Background: an optimization exercise with open tools, aiming at small area. Do not read the settings as production practice.
In this exercise RTL edits were held to simulation tests only and were not proved equivalent to the original.
Power and IR drop assume default switching activity.

File: config.mk
export PLATFORM = sky130hd
export DESIGN_NAME = uart_top
export DESIGN_NICKNAME = uart_top
export VERILOG_FILES = /design/flow/design.v
export SDC_FILE = /design/flow/constraint.sdc
export NUM_CORES = 4
export LEC_CHECK = 0
export CAP_MARGIN = 20
export CORE_MARGIN = 2
export CORE_UTILIZATION = 70
export CTS_CLUSTER_DIAMETER = 100
export CTS_CLUSTER_SIZE = 30
export SLEW_MARGIN = 20
export SYNTH_HIERARCHICAL = 1
File: constraint.sdc
create_clock -name core_clock -period 5.0 [get_ports {i_clk}]
set_input_delay 1.0000 -clock core_clock [delete_from_list [all_inputs] [get_ports {i_clk}]]
set_output_delay 1.0000 -clock core_clock [all_outputs]
set_load 0.01 [all_outputs]
File: design.v
module fifo_rows #(
  parameter DEPTH = 16,
  parameter WIDTH = 8
)(
  input  logic i_clk,
  input  logic [DEPTH - 1:0] i_hold,
  input  logic [DEPTH - 1:0] i_shift,
  input  logic [DEPTH - 1:0] i_load,
  input  logic [WIDTH - 1:0] i_data,
  output logic [WIDTH - 1:0] o_head
);
  logic [WIDTH - 1:0] mem [DEPTH];
  always_ff @(posedge i_clk) begin: proc_rows
    for (int i = 0; i < DEPTH; i++) begin
      if (i == DEPTH - 1)
        mem[i] <= ~(({WIDTH{i_hold[i]}} & mem[i]) |
                    ({WIDTH{i_load[i]}} & i_data));
      else
        mem[i] <= ~(({WIDTH{i_hold[i]}}  & mem[i]) |
                    ({WIDTH{i_shift[i]}} & mem[i + 1]) |
                    ({WIDTH{i_load[i]}}  & i_data));
    end
  end
  assign o_head = mem[0];
endmodule
module fifo_select (
    input  logic        i_pop,
    input  logic        i_pop_n,    
    input  logic [16:0] i_free,     
    output logic [15:0] o_hold,
    output logic [15:0] o_shift,
    output logic [15:0] o_load
);
    always_comb begin
        for (int i = 0; i < 16; i++) begin
            o_hold[i]  = ~(i_pop | i_free[i]);
            o_shift[i] = ~(i_pop_n | i_free[i + 1]);
        end
    end
    fifo_nor nor_load (.i_a(o_hold), .i_b(o_shift), .o_y(o_load));
endmodule
module fifo_nor (
    input  logic [15:0] i_a,
    input  logic [15:0] i_b,
    output logic [15:0] o_y
);
    assign o_y = ~(i_a | i_b);
endmodule
module uart_top(
    input  logic i_clk,
    input  logic i_rst_n,  
    input  logic        i_rx_en,
    input  logic        i_tx_en,
    input  logic [ 1:0] i_width_sel,
    input  logic [ 2:0] i_parity_sel,
    input  logic        i_stop_sel,
    input  logic [23:0] i_baud_rate_value,
    output logic o_tx_fifo_full,
    output logic o_rx_data_avail,
    output logic o_e_overrun_flag,
    output logic o_e_parity_flag,
    output logic o_e_frame_flag,
    input  logic i_load_uart,
    input  logic i_store_uart,
    input  logic i_rx_serial,
    output logic o_tx_serial,
    input  logic [7:0] i_trans_data,
    output logic [7:0] o_receive_data
);
    localparam [2:0] IDLE   = 3'b000,
                     START  = 3'b001,
                     DATA   = 3'b011,
                     PARITY = 3'b111,
                     STOP_I = 3'b110,
                     STOP_II= 3'b100;
    logic [23:0] baud_count_n;
    logic [24:0] baud_ones;    
    logic        baud_tick;
    assign baud_ones[0] = 1'b1;
    for (genvar i = 0; i < 24; i++) begin: g_baud
        assign baud_ones[i + 1] = baud_ones[i] & baud_count_n[i];
    end
    assign baud_tick = &baud_count_n;    
    always_ff @(posedge i_clk) begin: proc_baud
        if (~i_rst_n | baud_tick) baud_count_n <= ~i_baud_rate_value;
        else                      baud_count_n <= baud_count_n ^ baud_ones[23:0];
    end
    logic phase;
    always_ff @(posedge i_clk, negedge i_rst_n) begin: proc_phase
        if (~i_rst_n) phase <= 1'b0;
        else          phase <= ~phase;
    end
    logic [4:0]  rx_count, tx_count;
    logic [16:0] rx_free, tx_free;       
    logic        rx_push, rx_pop, tx_push, tx_pop;
    logic        rx_empty, tx_empty, rx_up, rx_dn, tx_up, tx_dn;
    assign rx_empty        = (rx_count == '0);
    assign tx_empty        = (tx_count == '0);
    assign o_rx_data_avail = ~rx_empty;
    assign o_tx_fifo_full  = tx_count[4];
    assign rx_up = rx_push & ~rx_count[4] & ~(rx_pop & ~rx_empty);
    assign rx_dn = rx_pop & ~rx_empty & ~(rx_push & ~rx_count[4]);
    assign tx_up = tx_push & ~tx_count[4] & ~(tx_pop & ~tx_empty);
    assign tx_dn = tx_pop & ~tx_empty & ~(tx_push & ~tx_count[4]);
    always_ff @(posedge i_clk, negedge i_rst_n) begin: proc_counts
        if (~i_rst_n) begin
            rx_count <= '0;
            tx_count <= '0;
        end else begin
            rx_count <= rx_count + {{4{rx_dn}}, rx_up | rx_dn};
            tx_count <= tx_count + {{4{tx_dn}}, tx_up | tx_dn};
        end
    end
    always_comb begin
        for (int i = 0; i <= 16; i++) begin
            rx_free[i] = (rx_count <= i);
            tx_free[i] = (tx_count <= i);
        end
    end
    logic [15:0] rx_hold, rx_shift, rx_load, tx_hold, tx_shift, tx_load;
    fifo_select rx_select (
        .i_pop(rx_pop),
        .i_pop_n(~rx_pop),
        .i_free(rx_free),
        .o_hold(rx_hold),
        .o_shift(rx_shift),
        .o_load(rx_load)
    );
    fifo_select tx_select (
        .i_pop(tx_pop),
        .i_pop_n(~tx_pop),
        .i_free(tx_free),
        .o_hold(tx_hold),
        .o_shift(tx_shift),
        .o_load(tx_load)
    );
    logic [9:0] rx_entry_x, rx_head_x;
    logic [7:0] tx_head_x;
    fifo_rows #(.DEPTH(16), .WIDTH(10)) rx_rows (
        .i_clk(i_clk),
        .i_hold(rx_hold),
        .i_shift(rx_shift),
        .i_load(rx_load),
        .i_data(rx_entry_x),
        .o_head(rx_head_x)
    );
    fifo_rows #(.DEPTH(16), .WIDTH(8)) tx_rows (
        .i_clk(i_clk),
        .i_hold(tx_hold),
        .i_shift(tx_shift),
        .i_load(tx_load),
        .i_data(i_trans_data ^ {8{phase}}),
        .o_head(tx_head_x)
    );
    assign {o_e_frame_flag, o_e_parity_flag, o_receive_data} = rx_head_x ^ {10{phase}};
    assign tx_push = i_store_uart;
    assign rx_pop  = i_load_uart;
    logic [2:0] tx_state, tx_state_n;
    logic [3:0] tx_counter;
    logic [2:0] tx_index;
    logic       tx_xor;
    logic       tx_bit_end, tx_last_bit, tx_data_bit;
    assign tx_bit_end  = baud_tick & (tx_counter == 4'd15);
    assign tx_last_bit = (tx_index == {1'b1, i_width_sel});
    assign tx_data_bit = tx_head_x[tx_index] ^ phase;
    always_comb begin
        tx_state_n = tx_state;
        tx_pop     = 1'b0;
        case (tx_state)
            IDLE:    if (i_tx_en & ~tx_empty) tx_state_n = START;
            START:   if (tx_bit_end) tx_state_n = DATA;
            DATA:    if (tx_bit_end & tx_last_bit) tx_state_n = i_parity_sel[2] ? PARITY : STOP_I;
            PARITY:  if (tx_bit_end) tx_state_n = STOP_I;
            STOP_I:  if (tx_bit_end) begin
                         tx_state_n = i_stop_sel ? STOP_II : IDLE;
                         tx_pop     = ~i_stop_sel;
                     end
            STOP_II: if (tx_bit_end) begin
                         tx_state_n = IDLE;
                         tx_pop     = 1'b1;
                     end
            default: tx_state_n = IDLE;
        endcase
    end
    always_ff @(posedge i_clk, negedge i_rst_n) begin: proc_tx_state
        if (~i_rst_n) tx_state <= IDLE;
        else          tx_state <= tx_state_n;
    end
    always_ff @(posedge i_clk) begin: proc_tx_datapath
        tx_counter <= (tx_state == IDLE) ? 4'd0 : tx_counter + baud_tick;
        tx_index <= (tx_state != DATA) ? 3'd0 : tx_index + tx_bit_end;
        if (tx_state == START)                  tx_xor <= 1'b0;
        else if (tx_state == DATA & tx_bit_end) tx_xor <= tx_xor ^ tx_data_bit;
    end
    always_comb begin: proc_tx_out
        case (tx_state)
            START  : o_tx_serial = 1'b0;
            DATA   : o_tx_serial = tx_data_bit;
            PARITY : o_tx_serial = i_parity_sel[1] ? i_parity_sel[0] : (tx_xor ^ i_parity_sel[0]);
            default: o_tx_serial = 1'b1;
        endcase
    end
    logic rx_buffer_1, rx_buffer_2, rx_in, rx_sync_en;
    assign rx_sync_en = i_rx_en & i_rst_n;
    always_ff @(posedge i_clk) begin: proc_rx_sync
        rx_buffer_1 <= ~rx_sync_en | i_rx_serial;
        rx_buffer_2 <= ~rx_sync_en | rx_buffer_1;
        rx_in       <= ~rx_sync_en | rx_buffer_2;
    end
    logic [2:0] rx_state, rx_state_n;
    logic [3:0] rx_counter;
    logic [2:0] rx_index;
    logic       rx_parity;
    logic [7:0] rx_data_x;    
    logic       rx_bit_end, rx_last_bit;
    assign rx_bit_end  = baud_tick & (rx_counter == 4'd15);
    assign rx_last_bit = (rx_index == {1'b1, i_width_sel});
    always_comb begin
        rx_state_n = rx_state;
        rx_push    = 1'b0;
        case (rx_state)
            IDLE:    if (~rx_buffer_2 & rx_in) rx_state_n = START;
            START:   if (rx_bit_end) rx_state_n = rx_in ? IDLE : DATA;
            DATA:    if (rx_bit_end & rx_last_bit) rx_state_n = i_parity_sel[2] ? PARITY : STOP_I;
            PARITY:  if (rx_bit_end) rx_state_n = STOP_I;
            STOP_I:  if (rx_bit_end) begin
                         rx_state_n = (i_stop_sel & rx_in) ? STOP_II : IDLE;
                         rx_push    = ~i_stop_sel | ~rx_in;
                     end
            STOP_II: if (rx_bit_end) begin
                         rx_state_n = IDLE;
                         rx_push    = 1'b1;
                     end
            default: rx_state_n = IDLE;
        endcase
    end
    always_ff @(posedge i_clk, negedge i_rst_n) begin: proc_rx_state
        if (~i_rst_n) begin
            rx_state         <= IDLE;
            o_e_overrun_flag <= 1'b0;
        end else begin
            rx_state         <= rx_state_n;
            o_e_overrun_flag <= rx_count[4] & (o_e_overrun_flag | rx_push);
        end
    end
    always_ff @(posedge i_clk) begin: proc_rx_datapath
        rx_counter <= (rx_state == IDLE) ? 4'd8 : rx_counter + baud_tick;
        rx_index <= (rx_state != DATA) ? 3'd0 : rx_index + rx_bit_end;
        for (int i = 0; i < 8; i++)
            rx_data_x[i] <= ~((rx_state == DATA & rx_bit_end & rx_index == i) ? (rx_in ^ phase) : rx_data_x[i]);
        if (rx_state == START) rx_parity <= 1'b0;
        else if (rx_bit_end & ((rx_state == DATA & ~i_parity_sel[1]) | rx_state == PARITY))
            rx_parity <= rx_parity ^ rx_in;
    end
    assign rx_entry_x = {~rx_in ^ phase,
                         (i_parity_sel[2] & (rx_parity ^ i_parity_sel[0])) ^ phase,
                         (&i_width_sel) ? rx_data_x[7] : phase,
                         i_width_sel[1] ? rx_data_x[6] : phase,
                         (|i_width_sel) ? rx_data_x[5] : phase,
                         rx_data_x[4:0]};
endmodule
File: flow/run.sh
#!/bin/bash
# The standard layout, with:
#  - plain buf_1 cells as the port buffers,
#  - a clock tree of clkbuf_8 cells over clusters of up to 18 flip-flops,
#    a clkbuf_4 root and no dummy loads,
#  - power recovery (downsizing gates on paths with slack) after global
#    routing, followed by another slew/capacitance repair (flow/post_grt.tcl).
set -euo pipefail
HERE=$(cd "$(dirname "$0")" && pwd)
CTS="-sink_clustering_enable -repair_clock_nets -dont_use_dummy_load"
CTS="$CTS -sink_clustering_size 18 -sink_clustering_max_diameter 70"
CTS="$CTS -root_buf sky130_fd_sc_hd__clkbuf_4 -sink_clustering_buffer sky130_fd_sc_hd__clkbuf_8"
bash standard.sh "BUFFER_PORTS_ARGS=-buffer_cell sky130_fd_sc_hd__buf_1" "CTS_ARGS=$CTS" \
  RECOVER_POWER=100 "POST_GLOBAL_ROUTE_TCL=$HERE/post_grt.tcl" finish > orfs_make.log 2>&1
File: flow/post_grt.tcl
# Runs at the end of ORFS's global route step (POST_GLOBAL_ROUTE_TCL), after
# power recovery has downsized gates on paths with slack: repair the
# max-slew / max-capacitance limits again, then legalise and reroute the
# nets that changed.
global_route -start_incremental
repair_design_helper
detailed_placement
global_route -end_incremental -congestion_report_file $::env(REPORTS_DIR)/congestion_post_grt_hook.rpt
estimate_parasitics -global_routing
repair_timing_helper
global_route -start_incremental
detailed_placement
global_route -end_incremental -congestion_report_file $::env(REPORTS_DIR)/congestion_post_grt_hook2.rpt
estimate_parasitics -global_routing
write_guides $::env(RESULTS_DIR)/route.guide
File: standard.sh
#!/bin/bash
# synth_recipe.tcl (not shown) runs the flow's synth.tcl, then flattens the netlist and writes it again
# the make line also repeats each setting of config.mk as NAME=value (left out here)
make -C /OpenROAD-flow-scripts/flow DESIGN_CONFIG=/design/flow/config.mk WORK_HOME=/design/flow/orfs CLKGATE_MAP_FILE= SYNTH_SCRIPT=/design/flow/synth_recipe.tcl "${@:-finish}"
==> results of run 1 <==
-- synth_stat cells (4+ instances only) --
library cell / number / area share [%]
nor4b_1: 4 / 0.25
a21o_1: 7 / 0.37
ha_1: 40 / 3.6
or3_1: 4 / 0.18
or2_2: 9 / 0.40
nand4_1: 9 / 0.40
mux2i_1: 15 / 1.1
buf_2: 13 / 0.46
buf_1: 9 / 0.24
buf_6: 73 / 5.9
nor2_2: 22 / 0.98
xnor2_1: 17 / 1.1
nor2_1: 90 / 2.4
a22oi_1: 20 / 1.1
a21oi_1: 21 / 0.75
buf_4: 8 / 0.43
and3_1: 6 / 0.27
a31oi_1: 8 / 0.36
a222oi_1: 270 / 19
clkbuf_1: 40 / 1.1
xor2_1: 24 / 1.5
inv_1: 30 / 0.80
dfxtp_1: 339 / 48
nor2b_1: 7 / 0.31
nor3_1: 7 / 0.25
dfrtp_1: 18 / 3.2
nand2_1: 35 / 0.94
o21ai_0: 28 / 1.0
nand2b_1: 4 / 0.18
nand3_1: 7 / 0.25
-- path summary, 6_finish.rpt --
kind                                 start               end  slack, ns
min reg2reg                    rx_buffer_1       rx_buffer_2       0.43
max reg2reg                baud_count_n[0]  baud_count_n[23]       0.28
max                        baud_count_n[0]  baud_count_n[23]       0.28
min                                i_rst_n       rx_state[1]       0.34
max in group asynchronous          i_rst_n       rx_count[2]       4.29
min in group core_clock        rx_buffer_1       rx_buffer_2       0.43
-- stage by stage --
stage / hold slack, ns / total power, mW / cell area [µm²]
4_1_cts: 0.2190 / 8.610 / 13850
3_3_place_gp: 0.4013 / 7.301 / 13550
3_5_place_dp: 0.4109 / 7.429 / 13550
2_1_floorplan: 0.3925 / 7.102 / 14030
6_report: 0.3385 / 8.594 / 13780
-- power groups by stage --
stage                     clock network [mW]  logic (mW)  registers [mW]
after floorplan                            0        2.49            4.61
after global placement                     0        2.39            4.91
after detailed placement                   0        2.48            4.95
after CTS                               1.23        2.49            4.89
final                                   1.20        2.47            4.92
-- routing by layer --
| metal | GRT usage (%) | share of wire, % | wire (µm) | vias up |
|---|---|---|---|---|
| li1 | - | - | - | 4832 |
| met1 | 38.16 | 47 | 13010 | 4917 |
| met2 | 39.91 | 45 | 12500 | 388 |
| met3 | 3.009 | 6.9 | 1930 | 28 |
| met4 | 4.363 | 1.4 | 397 | 0 |
| met5 | 0 | 0 | 0 | - |
-- per-module statistics from Yosys (local to each module, per instance), excerpt --
module       times used  cell area (µm²)  flops+latches  cells inside
fifo_nor              2            60.06              0            16
uart_top              1             3928             69           432
fifo_select           2            201.4              0            36
-- state kept, by name, summed over array words and instances, names as in the netlist, 4 cells and up --
signal        count
rx_counter        4
rx_count          5
rx_data_x         8
rx_rows.mem     160
tx_count          5
baud_count_n     24
tx_rows.mem     128
tx_counter        4
-- worst max-delay path, stage by stage (launching register included) --
cell and delay [ns]:
dfxtp_1 0.32, ha_1 0.21, ha_1 0.19, ha_1 0.18, ha_1 0.18, ha_1 0.18
ha_1 0.18, ha_1 0.18, ha_1 0.18, ha_1 0.18, ha_1 0.18, ha_1 0.18
ha_1 0.18, ha_1 0.18, ha_1 0.19, ha_1 0.18, ha_1 0.18, ha_1 0.19
ha_1 0.18, ha_1 0.19, ha_1 0.19, ha_1 0.19, ha_1 0.19, xnor2_1 0.13
mux2i_1 0.09
-- area by class of cell --
cell class	instances	area share (%)
Clock buffer	23	2.162
Inverter	30	0.8174
Sequential cell	357	52.53
Antenna cell	1	0.01817
Timing Repair Buffer	78	2.443
Multi-Input combinational cell	690	39.62
Tap cell	265	2.407
-- logic make-up after synthesis --
kind of cell / Yosys count / share of synthesized area (%)
flops: 357 / 51.60
fa+ha+maj: 42 / 3.854
buf+inv: 177 / 9.224
simple gates: 217 / 7.654
compound gates: 374 / 23.96
xor+xnor: 41 / 2.560
mux: 16 / 1.151
==> reports/metrics.csv, run 1 <==
stage;metric;value;unit
synth;synth_cell_type_count;56;
pwr;irDropWorstVdd;0.3340;mV
clocking;cts-resized-gates;0;
setup_path;arrival;5.28;ns
global_routing;grt_pass1_vias;9146;
synth;synth_nets;1311;
timing;drv_slew;0;
global_routing;grt_max_degree;46;
setup_path;criticalPathCategory;reg2reg;
floorplan;core_area;19590;µm²
synth;syn_area;14030;µm²
global_routing;grt_pass1_wl;46150;µm
timing;worst_pin_slew;1.071;ns
detailed_routing;first_pass_iters;12;
setup_path;cp.required;5.56;ns
clocking;cts.path.max_buffers;3;
global_routing;antenna_found_initial;1;
finish;final.fill_count;1523;
synth;syn_area_per_cell;11.46;µm²
timing;slew_headroom;28.61;%
clocking;htree_levels;1;
pwr;p_sw;2.943;mW
placement;pre_cts_ws;0.2448;ns
detailed_routing;viasPerCell;7.039;
synth;postSynthRegisterBits;357;
synth;ys.flop_type;dfxtp_1;
clocking;cts-root-buf;clkbuf_4;
pwr;power_density;623.8;nW/µm²
timing;setup_viol;0;
pwr;power_frac_comb;28.8;%
synth;ys_seq_area_share;51.60;%
global_routing;grt-ovfl-total;0;
finish;seq_area;7237;µm²
clocking;postCtsSetupBuffers;0;
synth;synth_cells;1224;
finish;final_common_cell;dfxtp_1;
placement;gp_congestion;0.8065;
setup_path;crit_path_end_kind;flop;
timing;max_freq;211.7;MHz
floorplan;die_x;145.6;µm
detailed_routing;vias;10165;
clocking;cts_made_buffers;23;
hold_path;hold_class;in2async;
pwr;power_leakage;5.459;nW
synth;yosys_warnings;12;
synth;synth_edf_count;0;
placement;numPortBuffers;58;
floorplan;row_count;51;
pwr;seqPwrFrac;57.3;%
timing;fin_tns_setup;0;ns
clocking;holdBufCountCts;0;
detailed_routing;routedWlPerCell;19.28;µm
timing;period_minus_slack;4.724;ns
floorplan;die_h;145.6;µm
finish;nets;1267;
timing;final.setup.worst_slack;0.2755;ns
placement;place_inst;1420;
setup_path;cp_max_fo;2;
status;outcome;timing/DRC/antenna clean;
finish;multi_input_area;5458;µm²
placement;post-dp-hpwl;19550;µm
finish;final_cells;1444;
floorplan;dieArea;21180;µm²
floorplan;start_util;71.60;%
clocking;clkSinkCount;357;
setup_path;reg2regPathDepth;24;
job;maxCapViolations;0;
pwr;swShare;34.25;%
pwr;clock_power_share;13.9;%
clocking;insertion_delay;0.69;ns
clocking;path_clk_slew;0.12;ns
floorplan;ioPinCount;59;
detailed_routing;drtAntennaViolNets;0;
timing;finalHoldViolations;0;
setup_path;setup.worst_path.start_class;flop;
finish;final_cell_mix;339 x dfxtp_1, 270 x a222oi_1, 101 x nor2_1;
pwr;p_int;5.650;mW
detailed_routing;drc;0;
finish;synthToLayoutAreaGrowth;-1.784;%
timing;min_period_over_period;94.49;%
timing;final.setup_skew;0.02769;ns
finish;drive_above_1_share;5.008;%
finish;post-route-util;70.32;%
detailed_routing;initialDrtViolationCount;1900;
detailed_routing;wl;27840;µm
synth;synth-async-reset-ratio;5.042;%
global_routing;grt.total_usage;25.27;%
clocking;cts_tree;done;
==> run 2: changes to the inputs <==
--- a/config.mk
+++ b/config.mk
@@ -8,7 +8,5 @@
 export CAP_MARGIN = 20
 export CORE_MARGIN = 2
 export CORE_UTILIZATION = 70
-export CTS_CLUSTER_DIAMETER = 100
-export CTS_CLUSTER_SIZE = 30
 export SLEW_MARGIN = 20
 export SYNTH_HIERARCHICAL = 1
==> reports/metrics.csv, run 2 <==
stage;metric;value;unit
status;outcome;timing/DRC/antenna clean;
clocking;cts.path.max_buffers;3;
setup_path;cp.required;5.56;ns
timing;fin_tns_setup;0;ns
job;maxCapViolations;0;
setup_path;crit_path_end_kind;flop;
clocking;postCtsSetupBuffers;0;
placement;post-dp-hpwl;19550;µm
finish;final_common_cell;dfxtp_1;
pwr;finalPower;8.594;mW
synth;ys_seq_area_share;51.60;%
setup_path;arrival;5.28;ns
hold_path;hold_class;in2async;
timing;min_period_over_period;94.49;%
global_routing;grt.total_usage;25.27;%
clocking;insertion_delay;0.69;ns
placement;gp_congestion;0.8065;
setup_path;reg2regPathDepth;24;
detailed_routing;viasPerCell;7.039;
pwr;p_sw;2.943;mW
clocking;cts-root-buf;clkbuf_4;
placement;place_inst;1420;
setup_path;cpMostUsedCell;ha_1;
timing;drv_slew;0;
setup_path;critPathSlowestCell;dfxtp_1;
floorplan;die_x;145.6;µm
finish;drive_above_1_share;5.008;%
setup_path;setup.worst_path.start_class;flop;
synth;yosys_warnings;12;
finish;synthToLayoutAreaGrowth;-1.784;%
pwr;power_density;623.8;nW/µm²
detailed_routing;routedWlPerCell;19.28;µm
global_routing;antenna_found_initial;1;
global_routing;grt-ovfl-total;0;
synth;synth_top_area_share;48.39;%
floorplan;ioPinCount;59;
synth;ys.flop_type;dfxtp_1;
synth;synth_edf_count;0;
global_routing;grt_pass1_vias;9146;
pwr;seqPwrFrac;57.3;%
floorplan;row_count;51;
setup_path;reg2reg_from;baud_count_n[0];
detailed_routing;wl;27840;µm
synth;synth-async-reset-ratio;5.042;%
detailed_routing;initialDrtViolationCount;1900;
synth;synth_cell_type_count;56;
pwr;clock_power_share;13.9;%
finish;final_cells;1444;
detailed_routing;first_pass_iters;12;
clocking;cts_made_buffers;23;
clocking;path_clk_slew;0.12;ns
timing;whs;0.3385;ns
clocking;htree_levels;1;
floorplan;core_area;19590;µm²
setup_path;regToRegEndpoint;baud_count_n[23];
finish;largest_register_ff_count;160;
synth;synth_cells;1224;
synth;syn_area_per_cell;11.46;µm²
timing;final.setup_skew;0.02769;ns
timing;period_minus_slack;4.724;ns
pwr;swShare;34.25;%
clocking;cts_tree;done;
finish;regMostFlops;rx_rows.mem;
pwr;power_leakage;5.459;nW
pwr;power_frac_comb;28.8;%
finish;largest_registers;rx_rows.mem: 160 flops, tx_rows.mem: 128 flops, baud_count_n: 24 flops;
floorplan;dieArea;21180;µm²
pwr;p_int;5.650;mW
clocking;clkSinkCount;357;
synth;yosysMostFrequentCell;dfxtp_1;
setup_path;rrSetupSlack;0.28;ns
timing;slew_headroom;28.61;%
setup_path;critPathTopFamily;adder cells;
clocking;holdBufCountCts;0;
pwr;irDropWorstVdd;0.3340;mV
synth;synth_nets;1311;
floorplan;start_util;71.60;%
timing;max_freq;211.7;MHz
setup_path;worstPathCellList;ha_1 -> ha_1 -> ha_1 -> ha_1 -> ha_1 -> ha_1 -> ha_1 -> ha_1 -> ha_1 -> ha_1 -> ha_1 -> ha_1 -> ha_1 -> ha_1 -> ha_1 -> ha_1 -> ha_1 -> ha_1 -> ha_1 -> ha_1 -> ha_1 -> ha_1 -> xnor2_1 -> mux2i_1;
detailed_routing;drc;0;
placement;numPortBuffers;58;
timing;worst_pin_slew;1.071;ns
synth;synthTopCellsByCount;339 x dfxtp_1, 270 x a222oi_1, 90 x nor2_1;
global_routing;grt_max_degree;46;
detailed_routing;vias;10165;
setup_path;criticalPathCategory;reg2reg;
global_routing;grt_pass1_wl;46150;µm
synth;syn_area;14030;µm²
finish;final_cell_mix;339 x dfxtp_1, 270 x a222oi_1, 101 x nor2_1;
synth;postSynthRegisterBits;357;
floorplan;die_h;145.6;µm
detailed_routing;drtAntennaViolNets;0;
setup_path;slowest_delay;0.32;ns
setup_path;worstPathBufferInverterCount;0;
synth;synth.area.top_cells;dfxtp_1 48%, a222oi_1 19%, buf_6 5.9%, ha_1 3.6%, dfrtp_1 3.2%;
timing;finalHoldViolations;0;
timing;setup_viol;0;
synth;synth.largest_area_cell;dfxtp_1;
finish;post-route-util;70.32;%
clocking;cts-resized-gates;0;
finish;nets;1267;
setup_path;cp_max_fo;2;
## run 2: cell counts in the layout (fill, tap and decap cells not counted)
Identical to the previous run, type by type.
## run 2: worst max path at each step
| stage | slack, ns | cells past startpoint | endpoint | start |
|---|---|---|---|---|
| after floorplan | 0.56 | 24 | baud_count_n[23] | baud_count_n[0] |
| after global placement | 0.44 | 24 | baud_count_n[22] | baud_count_n[0] |
| after detailed placement | 0.24 | 24 | baud_count_n[23] | baud_count_n[0] |
| after CTS | 0.22 | 24 | baud_count_n[23] | baud_count_n[0] |
| final | 0.28 | 24 | baud_count_n[23] | baud_count_n[0] |
## run 2: through the flow
stage	setup slack [ns]	area, µm²
finish	0.2755	13780
CTS	0.2213	13850
detailed placement	0.2448	13550
global placement	0.4368	13550
floorplan	0.5602	14030
## run 2: worst reg2reg max path: stages (launching register included)
cell     delay (ns)
dfxtp_1        0.32
ha_1           0.21
ha_1           0.19
ha_1           0.18
ha_1           0.18
ha_1           0.18
ha_1           0.18
ha_1           0.18
ha_1           0.18
ha_1           0.18
ha_1           0.18
ha_1           0.18
ha_1           0.18
ha_1           0.18
ha_1           0.19
ha_1           0.18
ha_1           0.18
ha_1           0.19
ha_1           0.18
ha_1           0.19
ha_1           0.19
ha_1           0.19
ha_1           0.19
xnor2_1        0.13
mux2i_1        0.09
## run 2: cell type report
class | instances | area (µm²)
Clock buffer | 23 | 297.8
Timing Repair Buffer | 78 | 336.6
Antenna cell | 1 | 2.502
Sequential cell | 357 | 7237
Inverter | 30 | 112.6
Fill cell | 1523 | 5814
Tap cell | 265 | 331.6
Multi-Input combinational cell | 690 | 5458
## run 2: Yosys stat by module (local to each module, per instance), excerpt
| module | cell area, µm² | flip-flops and latches | cells | copies in the design |
|---|---|---|---|---|
| uart_top | 3928 | 69 | 432 | 1 |
| fifo_nor | 60.06 | 0 | 16 | 2 |
| fifo_select | 201.4 | 0 | 36 | 2 |
## run 2: logic make-up after synthesis
group                      share of synthesized area, %
muxes                                             1.151
and+or+nand+nor                                   7.654
buffers and inverters                             9.224
xor gates and xnor gates                          2.560
DFF                                               51.60
adders and majority gates                         3.854
AOI/OAI and AO/OA                                 23.96
## run 2: power groups by stage
stage,Clock [mW],Sequential (mW),Combinational [mW]
3_5_place_dp,0,4.95,2.48
2_1_floorplan,0,4.61,2.49
6_report,1.20,4.92,2.47
3_3_place_gp,0,4.91,2.39
4_1_cts,1.23,4.89,2.49
## run 2: metal layers
metal  share of wire, %  vias up  track usage [%]
met5                  0        -                0
met4                1.4        0            4.363
met1                 47     4917            38.16
li1                   -     4832                -
met2                 45      388            39.91
met3                6.9       28            3.009
==> run 3: changes to the inputs <==
--- a/config.mk
+++ b/config.mk
@@ -7,6 +7,7 @@
 export LEC_CHECK = 0
 export CAP_MARGIN = 20
 export CORE_MARGIN = 2
-export CORE_UTILIZATION = 70
+export CORE_UTILIZATION = 80
+export PLACE_DENSITY = 0.9
 export SLEW_MARGIN = 20
 export SYNTH_HIERARCHICAL = 1
==> reports/metrics.csv, run 3 <==
stage;metric;value;unit
timing;setup_viol;0;
finish;final_cell_mix;339 x dfxtp_1, 270 x a222oi_1, 101 x nor2_1;
synth;synth.area.top_cells;dfxtp_1 48%, a222oi_1 19%, buf_6 5.9%, ha_1 3.6%, dfrtp_1 3.2%;
timing;fin_tns_setup;0;ns
timing;period_minus_slack;4.710;ns
global_routing;grt.total_usage;31.20;%
synth;synth-async-reset-ratio;5.042;%
global_routing;grt-ovfl-total;0;
placement;pre_cts_ws;0.2313;ns
synth;ys.flop_type;dfxtp_1;
setup_path;criticalPathCategory;reg2reg;
synth;postSynthRegisterBits;357;
clocking;holdBufCountCts;0;
synth;syn_area;14030;µm²
placement;post-dp-hpwl;20400;µm
clocking;postCtsSetupBuffers;0;
setup_path;cp.required;5.58;ns
detailed_routing;wl;29540;µm
global_routing;grt_pass1_vias;9758;
synth;synthTopCellsByCount;339 x dfxtp_1, 270 x a222oi_1, 90 x nor2_1;
synth;synth.largest_area_cell;dfxtp_1;
global_routing;antenna_found_initial;1;
finish;drive_above_1_share;5.115;%
clocking;cts-root-buf;clkbuf_4;
finish;nets;1262;
pwr;irDropWorstVdd;0.4044;mV
clocking;clkSinkCount;357;
finish;regMostFlops;rx_rows.mem;
clocking;cts-resized-gates;0;
pwr;power_density;632.8;nW/µm²
timing;final.setup.worst_slack;0.2902;ns
finish;largest_register_ff_count;160;
floorplan;dieArea;18610;µm²
synth;synth_cell_type_count;56;
synth;synth_edf_count;0;
setup_path;arrival;5.29;ns
clocking;path_clk_slew;0.11;ns
floorplan;row_count;48;
clocking;cts_made_buffers;23;
timing;final.setup_skew;0.02650;ns
setup_path;reg2regPathDepth;24;
clocking;insertion_delay;0.71;ns
hold_path;hold_class;in2async;
clocking;cts.path.max_buffers;3;
global_routing;grt_pass1_wl;47840;µm
status;outcome;timing/DRC/antenna clean;
finish;final_common_cell;dfxtp_1;
synth;synth_nets;1311;
setup_path;setup.worst_path.start_class;flop;
synth;synth_cells;1224;
timing;max_freq;212.3;MHz
placement;numPortBuffers;58;
detailed_routing;vias;10568;
pwr;power_leakage;5.446;nW
finish;synthToLayoutAreaGrowth;-2.266;%
floorplan;start_util;81.37;%
global_routing;grt_max_degree;28;
clocking;htree_levels;1;
synth;yosysMostFrequentCell;dfxtp_1;
timing;worst_pin_slew;1.040;ns
floorplan;die_x;136.4;µm
timing;finalHoldViolations;0;
placement;gp_congestion;0.8696;
detailed_routing;first_pass_iters;17;
synth;synth_top_area_share;48.39;%
finish;largest_registers;rx_rows.mem: 160 flops, tx_rows.mem: 128 flops, baud_count_n: 24 flops;
timing;min_period_over_period;94.20;%
detailed_routing;drtAntennaViolNets;0;
floorplan;die_h;136.4;µm
detailed_routing;viasPerCell;7.554;
detailed_routing;initialDrtViolationCount;2326;
timing;slew_headroom;30.66;%
detailed_routing;routedWlPerCell;21.11;µm
synth;ys_seq_area_share;51.60;%
clocking;cts_tree;done;
synth;yosys_warnings;12;
detailed_routing;drc;0;
setup_path;crit_path_end_kind;flop;
placement;placed_area;13470;µm²
placement;place_inst;1375;
finish;fin_area;13710;µm²
floorplan;ioPinCount;59;
timing;drv_slew;0;
synth;syn_area_per_cell;11.46;µm²
job;maxCapViolations;0;
setup_path;cp_max_fo;2;
floorplan;core_area;17240;µm²
finish;final_cells;1399;
==> run 3: worst max-delay path: stages (launching register included) <==
cell and delay (ns):
dfxtp_1 0.33, ha_2 0.20, ha_1 0.18, ha_1 0.18
ha_1 0.19, ha_1 0.19, ha_1 0.19, ha_1 0.19
ha_1 0.18, ha_1 0.18, ha_1 0.18, ha_1 0.17
ha_1 0.18, ha_1 0.19, ha_1 0.20, ha_1 0.19
ha_1 0.18, ha_2 0.17, ha_1 0.18, ha_1 0.19
ha_1 0.19, ha_1 0.18, ha_1 0.26, nand2_1 0.05
o21ai_0 0.08
==> run 3: cell type report <==
type / instances / area [µm²]
inverters: 30 / 112.6
well taps: 225 / 281.5
diodes: 1 / 2.502
fillers: 1146 / 3528
flip-flops and latches: 357 / 7237
repair buffers: 73 / 314.1
multi-input cells: 690 / 5463
clock buffers: 23 / 297.8
==> run 3: worst paths after layout <==
kind	startpoint	endpoint	slack, ns
worst max-delay path	baud_count_n[0]	baud_count_n[22]	0.29
worst min register to register	rx_buffer_1	rx_buffer_2	0.44
min in group core_clock	rx_buffer_1	rx_buffer_2	0.44
max in group asynchronous	i_rst_n	tx_count[3]	4.28
worst min-delay path	i_rst_n	rx_state[1]	0.34
worst max register to register	baud_count_n[0]	baud_count_n[22]	0.29
==> run 3: per-stage QoR <==
step,util (%),hold WS [ns],power (mW)
finish,79.53,0.3358,8.674
floorplan,-,0.3925,7.102
CTS,79.85,0.2148,8.629
detailed placement,78.12,0.4188,7.466
global placement,78.12,0.3995,7.260
==> run 3: power by group <==
group | switching (mW) | leakage, nW | internal [mW] | total (mW)
sequential | 0.858 | 3.05 | 4.11 | 4.97
clock | 0.810 | 0.158 | 0.383 | 1.19
combinational | 1.36 | 2.23 | 1.15 | 2.51
==> run 3: kinds of logic after synthesis <==
logic type,Yosys count,synth area share (%)
buf+inv,177,9.224
fa+ha+maj,42,3.854
flops,357,51.60
mux,16,1.151
simple gates,217,7.654
compound gates,374,23.96
xor+xnor,41,2.560
==> run 3: modules after synthesis, one instance, submodules excluded, excerpt <==
module       flip-flops and latches  copies in the design  area [µm²]  cells
fifo_nor                          0                     2       60.06     16
uart_top                         69                     1        3928    432
fifo_select                       0                     2       201.4     36
==> run 3: layer usage <==
layer  vias to the layer above  global-route usage, %  wire (µm)
li1                       4838                      -          -
met1                      5130                  42.82      12400
met2                       543                  51.73      13980
met3                        57                  4.773       2552
met4                         0                  8.449        608
met5                         -                      0          0
==> run 4: changes to the inputs <==
--- a/design.v
+++ b/design.v
@@ -246,8 +246,14 @@
     always_ff @(posedge i_clk) begin: proc_rx_datapath
         rx_counter <= (rx_state == IDLE) ? 4'd8 : rx_counter + baud_tick;
         rx_index <= (rx_state != DATA) ? 3'd0 : rx_index + rx_bit_end;
-        for (int i = 0; i < 8; i++)
-            rx_data_x[i] <= ~((rx_state == DATA & rx_bit_end & rx_index == i) ? (rx_in ^ phase) : rx_data_x[i]);
+        if (rx_state == DATA & rx_bit_end)
+            rx_data_x <= ~{rx_in ^ phase,
+                           (i_width_sel == 2'd2) ? rx_in ^ phase : rx_data_x[7],
+                           (i_width_sel == 2'd1) ? rx_in ^ phase : rx_data_x[6],
+                           (i_width_sel == 2'd0) ? rx_in ^ phase : rx_data_x[5],
+                           rx_data_x[4:1]};
+        else
+            rx_data_x <= ~rx_data_x;
         if (rx_state == START) rx_parity <= 1'b0;
         else if (rx_bit_end & ((rx_state == DATA & ~i_parity_sel[1]) | rx_state == PARITY))
             rx_parity <= rx_parity ^ rx_in;
==> reports/metrics.csv, run 4 <==
stage;metric;value;unit
timing;slew_headroom;34.20;%
setup_path;cp_max_fo;2;
pwr;power_leakage;5.383;nW
synth;postSynthRegisterBits;357;
timing;worst_pin_slew;0.9861;ns
detailed_routing;vias;10517;
global_routing;grt_pass1_wl;48090;µm
timing;setup_viol;0;
status;outcome;timing/DRC/antenna clean;
finish;nets;1256;
setup_path;crit_start;baud_count_n[0];
setup_path;setup.worst_path.start_class;flop;
detailed_routing;drc;0;
timing;max_freq;208.7;MHz
setup_path;reg2regPathDepth;24;
timing;drv_slew;0;
clocking;cts_made_buffers;23;
hold_path;hold_class;in2async;
job;maxCapViolations;0;
floorplan;start_util;81.14;%
clocking;cts-root-buf;clkbuf_4;
pwr;power_frac_comb;29.4;%
floorplan;die_x;136.0;µm
detailed_routing;wl;30300;µm
global_routing;antenna_found_initial;1;
setup_path;cpMostUsedCell;ha_1;
global_routing;grt.total_usage;31.56;%
timing;final.setup_skew;0.02037;ns
finish;drive_above_1_share;5.227;%
synth;ys.flop_type;dfxtp_1;
pwr;power_density;643.0;nW/µm²
timing;fin_tns_setup;0;ns
floorplan;die_h;136.0;µm
pwr;p_sw;3.094;mW
pwr;seqPwrFrac;56.9;%
floorplan;row_count;48;
clocking;postCtsSetupBuffers;0;
detailed_routing;initialDrtViolationCount;2162;
synth;yosys_warnings;12;
finish;regMostFlops;rx_rows.mem;
setup_path;reg2reg_from;baud_count_n[0];
synth;yosysMostFrequentCell;dfxtp_1;
clocking;htree_levels;1;
synth;synthTopCellsByCount;339 x dfxtp_1, 270 x a222oi_1, 94 x nor2_1;
finish;largest_register_ff_count;160;
synth;synth_edf_count;0;
setup_path;rrSetupSlack;0.21;ns
global_routing;grt_pass1_vias;10004;
clocking;cts-resized-gates;0;
synth;synth-async-reset-ratio;5.042;%
pwr;irDropWorstVdd;0.4998;mV
pwr;swShare;35.26;%
synth;synth_cells;1215;
synth;synth_top_area_share;48.69;%
synth;synth.largest_area_cell;dfxtp_1;
placement;gp_congestion;0.8846;
timing;min_period_over_period;95.83;%
floorplan;dieArea;18490;µm²
finish;final_cell_mix;339 x dfxtp_1, 270 x a222oi_1, 106 x nor2_1;
pwr;clock_power_share;13.7;%
placement;pre_cts_ws;0.2880;ns
placement;post-dp-hpwl;20600;µm
timing;finalHoldViolations;0;
setup_path;cp.required;5.60;ns
clocking;holdBufCountCts;0;
placement;numPortBuffers;58;
timing;period_minus_slack;4.791;ns
global_routing;grt-ovfl-total;0;
clocking;cts.path.max_buffers;3;
setup_path;critPathSlowestCell;dfxtp_1;
timing;final.setup.worst_slack;0.2086;ns
floorplan;ioPinCount;59;
synth;syn_area;13940;µm²
clocking;path_clk_slew;0.11;ns
setup_path;arrival;5.39;ns
finish;final_common_cell;dfxtp_1;
finish;largest_registers;rx_rows.mem: 160 flops, tx_rows.mem: 128 flops, baud_count_n: 24 flops;
setup_path;slowest_delay;0.33;ns
detailed_routing;viasPerCell;7.550;
detailed_routing;routedWlPerCell;21.75;µm
synth;synth_cell_type_count;52;
setup_path;worstPathCellList;ha_1 -> ha_1 -> ha_1 -> ha_1 -> ha_1 -> ha_1 -> ha_1 -> ha_1 -> ha_1 -> ha_1 -> ha_1 -> ha_1 -> ha_1 -> ha_1 -> ha_1 -> ha_1 -> ha_1 -> ha_1 -> ha_1 -> ha_1 -> ha_1 -> ha_1 -> xnor2_1 -> mux2i_1;
setup_path;critPathCapture;baud_count_n[23];
detailed_routing;drtAntennaViolNets;0;
finish;multi_input_area;5404;µm²
setup_path;regToRegEndpoint;baud_count_n[23];
clocking;cts_tree;done;
detailed_routing;first_pass_iters;11;
floorplan;core_area;17180;µm²
synth;synth_nets;1302;
setup_path;criticalPathCategory;reg2reg;
synth;synth.area.top_cells;dfxtp_1 49%, a222oi_1 19%, buf_6 5.9%, ha_1 3.6%, dfrtp_1 3.2%;
clocking;insertion_delay;0.71;ns
setup_path;crit_path_end_kind;flop;
synth;ys_seq_area_share;51.93;%
finish;seq_area;7237;µm²
synth;syn_area_per_cell;11.47;µm²
finish;final.fill_count;1101;
pwr;p_int;5.680;mW
clocking;clkSinkCount;357;
finish;synthToLayoutAreaGrowth;-2.092;%
global_routing;grt_max_degree;47;
[run 4: changes by cell type after synthesis, sizes merged, moves of 4 or more]
cell,previous run,this run
a211oi,1,5
clkbuf,42,38
inv,30,26
mux2i,15,9
nand2,35,42
nor2,112,116
nor4b,4,0
o21ai,28,32
[run 4: layer usage]
layer	up-vias	global-route usage (%)	wire length (µm)
li1	4771	-	-
met1	5135	40.47	11960
met2	535	54.57	15310
met3	76	4.400	2168
met4	0	11.75	863
met5	-	0	0
[run 4: worst min path at each step]
stage / startpoint / endpoint / slack, ns / cells after the start
after CTS: i_rst_n / rx_state[2] / 0.24 / 2
after detailed placement: rx_buffer_1 / rx_buffer_2 / 0.42 / 1
final: i_rst_n / rx_count[0] / 0.34 / 2
after floorplan: rx_buffer_1 / rx_buffer_2 / 0.39 / 1
after global placement: rx_buffer_1 / rx_buffer_2 / 0.40 / 1
[run 4: metrics by stage]
stage	utilization [%]	hold slack, ns	total power, mW	cell area (µm²)	std cells
detailed placement	78.02	0.4153	7.574	13400	1368
CTS	79.76	0.2374	8.739	13700	1391
floorplan	-	0.3925	7.146	13940	1215
finish	79.44	0.3431	8.774	13650	1393
global placement	78.02	0.3971	7.343	13400	1368
[run 4: final cells by class]
cell class | instances | area share, %
Inverter | 27 | 0.7427
Timing Repair Buffer | 74 | 2.356
Antenna cell | 1 | 0.01834
Sequential cell | 357 | 53.03
Multi-Input combinational cell | 686 | 39.60
Tap cell | 225 | 2.063
Clock buffer | 23 | 2.182
[run 4: logic make-up after synthesis]
logic type                 synth area share (%)
xor gates and xnor gates                  2.639
AOI/OAI and AO/OA                         24.03
muxes                                     1.050
DFF                                       51.93
and+or+nand+nor                           7.326
buffers and inverters                     9.148
adders and majority gates                 3.878
[run 4: power by group through the flow]
stage | clock [mW] | sequential [mW] | combinational [mW]
global placement | 0 | 4.95 | 2.39
CTS | 1.22 | 4.95 | 2.57
detailed placement | 0 | 5.01 | 2.57
finish | 1.20 | 4.99 | 2.58
floorplan | 0 | 4.64 | 2.51
[run 4: critical path: cells and delay by family (launching register included)]
kind,cells,cell delay (ns)
multiplexers,1,0.09
XOR/XNOR,1,0.13
adder cells (fa/ha/maj),22,4.16
flip-flops,1,0.33
[run 4: per-module statistics from Yosys, one instance, submodules excluded, excerpt]
module,cell area (µm²),flops+latches,cells inside,copies in the design
fifo_select,201.4,0,36,2
uart_top,3839,69,423,1
fifo_nor,60.06,0,16,2

## afterwards: timing with drivers on the ports
How much do the figures lean on ideal ports? The routed layouts below were timed once more, with nothing changed but the port constraints.
Step 1, drivers: a clkbuf_16 drives i_clk and a buf_2 each remaining input, both assumed.
Step 2 times the ports against the registers' clock, not the clock port: input delays grow and output delays shrink by t, the midpoint of the rising clock arrivals with the driver on.
Slacks: ideal ports / drivers / drivers and shift; pairs: ideal ports / drivers.
run	shift t [ns]	setup WS [ns]	cell pins on the clock port's net
run 1	0.722	0.276 / 0.276 / 0.276	1
run 2	0.722	0.276 / 0.276 / 0.276	1
run 3	0.739	0.290 / 0.290 / 0.290	1
run 4	0.738	0.209 / 0.209 / 0.209	1
After both steps every run listed still meets setup and hold.
